Background: an optimization exercise with open tools, aiming at a short achievable clock period and few clock cycles. Do not read the settings as production practice. In this exercise RTL edits were held to simulation tests only and were not proved equivalent to the original. Power figures rest on the tool's default switching activity, not on a simulated workload.

## Integration
module Integration(input clk,
	 input rst,
	 output [31:0]mem_addr,
	 output [31:0]mem_wdata,
	 output mem_we,
	 input [31:0]mem_rdata
 );
For scale: ~4000 cells after synthesis, ~99 I/O pins, ~46000 sq um of cells after synthesis.
==> flow/config.mk <==
export PLATFORM = sky130hd
export DESIGN_NAME = Integration
export DESIGN_NICKNAME = Integration
export VERILOG_FILES = /design/flow/design.v
export SDC_FILE = /design/flow/constraint.sdc
export NUM_CORES = 4
export LEC_CHECK = 0
export CAP_MARGIN = 20
export CORE_MARGIN = 2
export CORE_UTILIZATION = 40
export SLEW_MARGIN = 20
==> flow/constraint.sdc <==
create_clock -name core_clock -period 8.0 [get_ports {clk}]
set_input_delay 1.6000 -clock core_clock [delete_from_list [all_inputs] [get_ports {clk}]]
set_output_delay 1.6000 -clock core_clock [all_outputs]
set_load 0.01 [all_outputs]
standard.sh (not shown) runs the stock make flow with config.mk's settings and CLKGATE_MAP_FILE= SYNTH_SCRIPT=/design/flow/synth_recipe.tcl, a recipe that flattens the netlist after the stock synthesis.
==> flow/flow/run.sh <==
#!/bin/bash
# Layout flow: the standard layout (standard.sh), with these changes to
# how the layout is optimised:
#  - synthesis is the standard flow's (synth_recipe.tcl) with a faster ABC mapping script
#    (flow/synth.tcl, flow/abc_fast.script); registers are as in the standard
#    synthesis,
#  - the resizer may pick any cell, not only one of the same footprint,
#  - every input and output port gets a sky130_fd_sc_hd__buf_8 buffer
#    instead of the delay cell buffer_ports picks by default.
# make's full output goes to run_make.log; ORFS keeps each step's log under
# orfs/logs/.
set -euo pipefail
export BUFFER_PORTS_ARGS="-inputs -outputs -buffer_cell sky130_fd_sc_hd__buf_8"
export FAST_ABC_SCRIPT="$PWD/flow/abc_fast.script"
bash standard.sh SYNTH_SCRIPT="$PWD/flow/synth.tcl" SETUP_SLACK_MARGIN=7 MATCH_CELL_FOOTPRINT=0 finish > run_make.log 2>&1
==> flow/flow/abc_fast.script <==
&get -n
&st
&dch
&nf -p -F 1
&st
&syn2
&if -g -K 6
&synch2
&nf -p -F 1
&st
&syn2
&if -g -K 6
&synch2
&nf -p -F 1
&st
&syn2
&if -g -K 6
&synch2
&nf -p -F 1
&st
&syn2
&if -g -K 6
&synch2
&nf -p -F 1
&st
&syn2
&if -g -K 6
&synch2
&nf -p -F 1
&put
buffer -c
topo
stime -c
upsize -c
==> flow/flow/synth.tcl <==
# The standard flow's synthesis script (synth_recipe.tcl), with one change: ABC maps with
# flow/abc_fast.script, ORFS's abc_speed.script with a single area-flow round
# in each &nf and no final dnsize, so that paths ABC sees as short are not
# slowed down to the length of the longest one. Registers are not touched
# (ABC runs on the combinational logic only).
proc synth {args} { yosys synth -nofsm -noshare {*}$args }
proc abc {args} {
  set i [lsearch -exact $args -script]
  if {$i >= 0} { lset args [expr {$i + 1}] $::env(FAST_ABC_SCRIPT) }
  yosys abc {*}$args
}
source $::env(SCRIPTS_DIR)/synth.tcl
# left out here: clear keep_hierarchy, flatten, clean up, hide names made inside functions, write 1_2_yosys.v
Testbench counts at the start, summed over its fixed seeds: cycles 10,250.
Edit:
==> flow/flow/run.sh (replaced) <==
#!/bin/bash
set -euo pipefail
export BUFFER_PORTS_ARGS="-inputs -outputs -buffer_cell sky130_fd_sc_hd__buf_8"
bash standard.sh SETUP_SLACK_MARGIN=6 MATCH_CELL_FOOTPRINT=0 finish > run_make.log 2>&1
removed: flow/flow/abc_fast.script
removed: flow/flow/synth.tcl
The changed run finished with timing, DRC and antenna clean.
Utilization shrinks by 3.5 points.
Sequential power shrinks by about 1%.
Final cell count shrinks by 9.3%.
Global-route usage shrinks by 3.7 points.
First-iteration DRC count shrinks by 13%.
Worst setup slack improves by 0.18 ns.
Critical path depth is unchanged.
Fmax grows by 6.6%.
Edit:
==> flow/flow/run.sh (replaced) <==
#!/bin/bash
# Layout flow: the standard layout (standard.sh), with these changes to
# how the layout is optimised:
#  - synthesis is the standard flow's (synth_recipe.tcl) with a faster ABC mapping script
#    (flow/synth.tcl, flow/abc_fast.script); registers are as in the standard
#    synthesis,
#  - the resizer may pick any cell, not only one of the same footprint,
#  - every input and output port gets a sky130_fd_sc_hd__buf_8 buffer
#    instead of the delay cell buffer_ports picks by default.
# make's full output goes to run_make.log; ORFS keeps each step's log under
# orfs/logs/.
set -euo pipefail
export BUFFER_PORTS_ARGS="-inputs -outputs -buffer_cell sky130_fd_sc_hd__buf_8"
export FAST_ABC_SCRIPT="$PWD/flow/abc_fast.script"
bash standard.sh SYNTH_SCRIPT="$PWD/flow/synth.tcl" SETUP_SLACK_MARGIN=6 MATCH_CELL_FOOTPRINT=0 finish > run_make.log 2>&1
==> flow/flow/abc_fast.script (new file) <==
&get -n
&st
&dch
&nf -p -F 1
&st
&syn2
&if -g -K 6
&synch2
&nf -p -F 1
&st
&syn2
&if -g -K 6
&synch2
&nf -p -F 1
&st
&syn2
&if -g -K 6
&synch2
&nf -p -F 1
&st
&syn2
&if -g -K 6
&synch2
&nf -p -F 1
&st
&syn2
&if -g -K 6
&synch2
&nf -p -F 1
&put
buffer -c
topo
stime -c
upsize -c
==> flow/flow/synth.tcl (new file) <==
# The standard flow's synthesis script (synth_recipe.tcl), with one change: ABC maps with
# flow/abc_fast.script, ORFS's abc_speed.script with a single area-flow round
# in each &nf and no final dnsize, so that paths ABC sees as short are not
# slowed down to the length of the longest one. Registers are not touched
# (ABC runs on the combinational logic only).
proc synth {args} { yosys synth -nofsm -noshare {*}$args }
proc abc {args} {
  set i [lsearch -exact $args -script]
  if {$i >= 0} { lset args [expr {$i + 1}] $::env(FAST_ABC_SCRIPT) }
  yosys abc {*}$args
}
source $::env(SCRIPTS_DIR)/synth.tcl
# left out here: clear keep_hierarchy, flatten, clean up, hide names made inside functions, write 1_2_yosys.v
Wire length rises by a few percent. Die area rises by a little under a tenth. Sequential share of layout area falls by 1.8 points. Combinational power rises by a few percent. Register-to-register slack improves by 0.16 ns. Synthesized cell count rises by a few percent. Clock skew rises by 0.010 ns.

==> what the ideal ports hide <==
The results above use ideal ports. As a check the final layouts listed here were re-extracted and re-timed, cells and wires unchanged. Step 1 (the two cells are an assumption about what drives the block):
set clk [get_ports {clk}]
set_driving_cell -lib_cell sky130_fd_sc_hd__clkbuf_16 $clk
set_driving_cell -lib_cell sky130_fd_sc_hd__buf_2 [delete_from_list [all_inputs] $clk]
Step 2 also shifts input and output timing later by t, the mid clock arrival at the registers, as if the neighbouring blocks saw the same clock. a / b / c = ideal ports / drivers / drivers and shift; a / b = the first two.
| run | t, ns | setup WS [ns] | clock arrival spread, ns |
|---|---|---|---|
| the first run | 0.801 | 5.020 / 4.686 / 3.884 | 0.075 / 0.075 |
| the second run | 0.769 | 5.205 / 5.172 / 4.525 | 0.032 / 0.032 |
| the third run | 0.780 | 5.232 / 5.155 / 4.440 | 0.041 / 0.041 |
After both steps setup and hold are still met in every run listed. The setup slack of the first run, which loses most, moves by -0.334 ns with the drivers and by -1.136 ns with both steps.
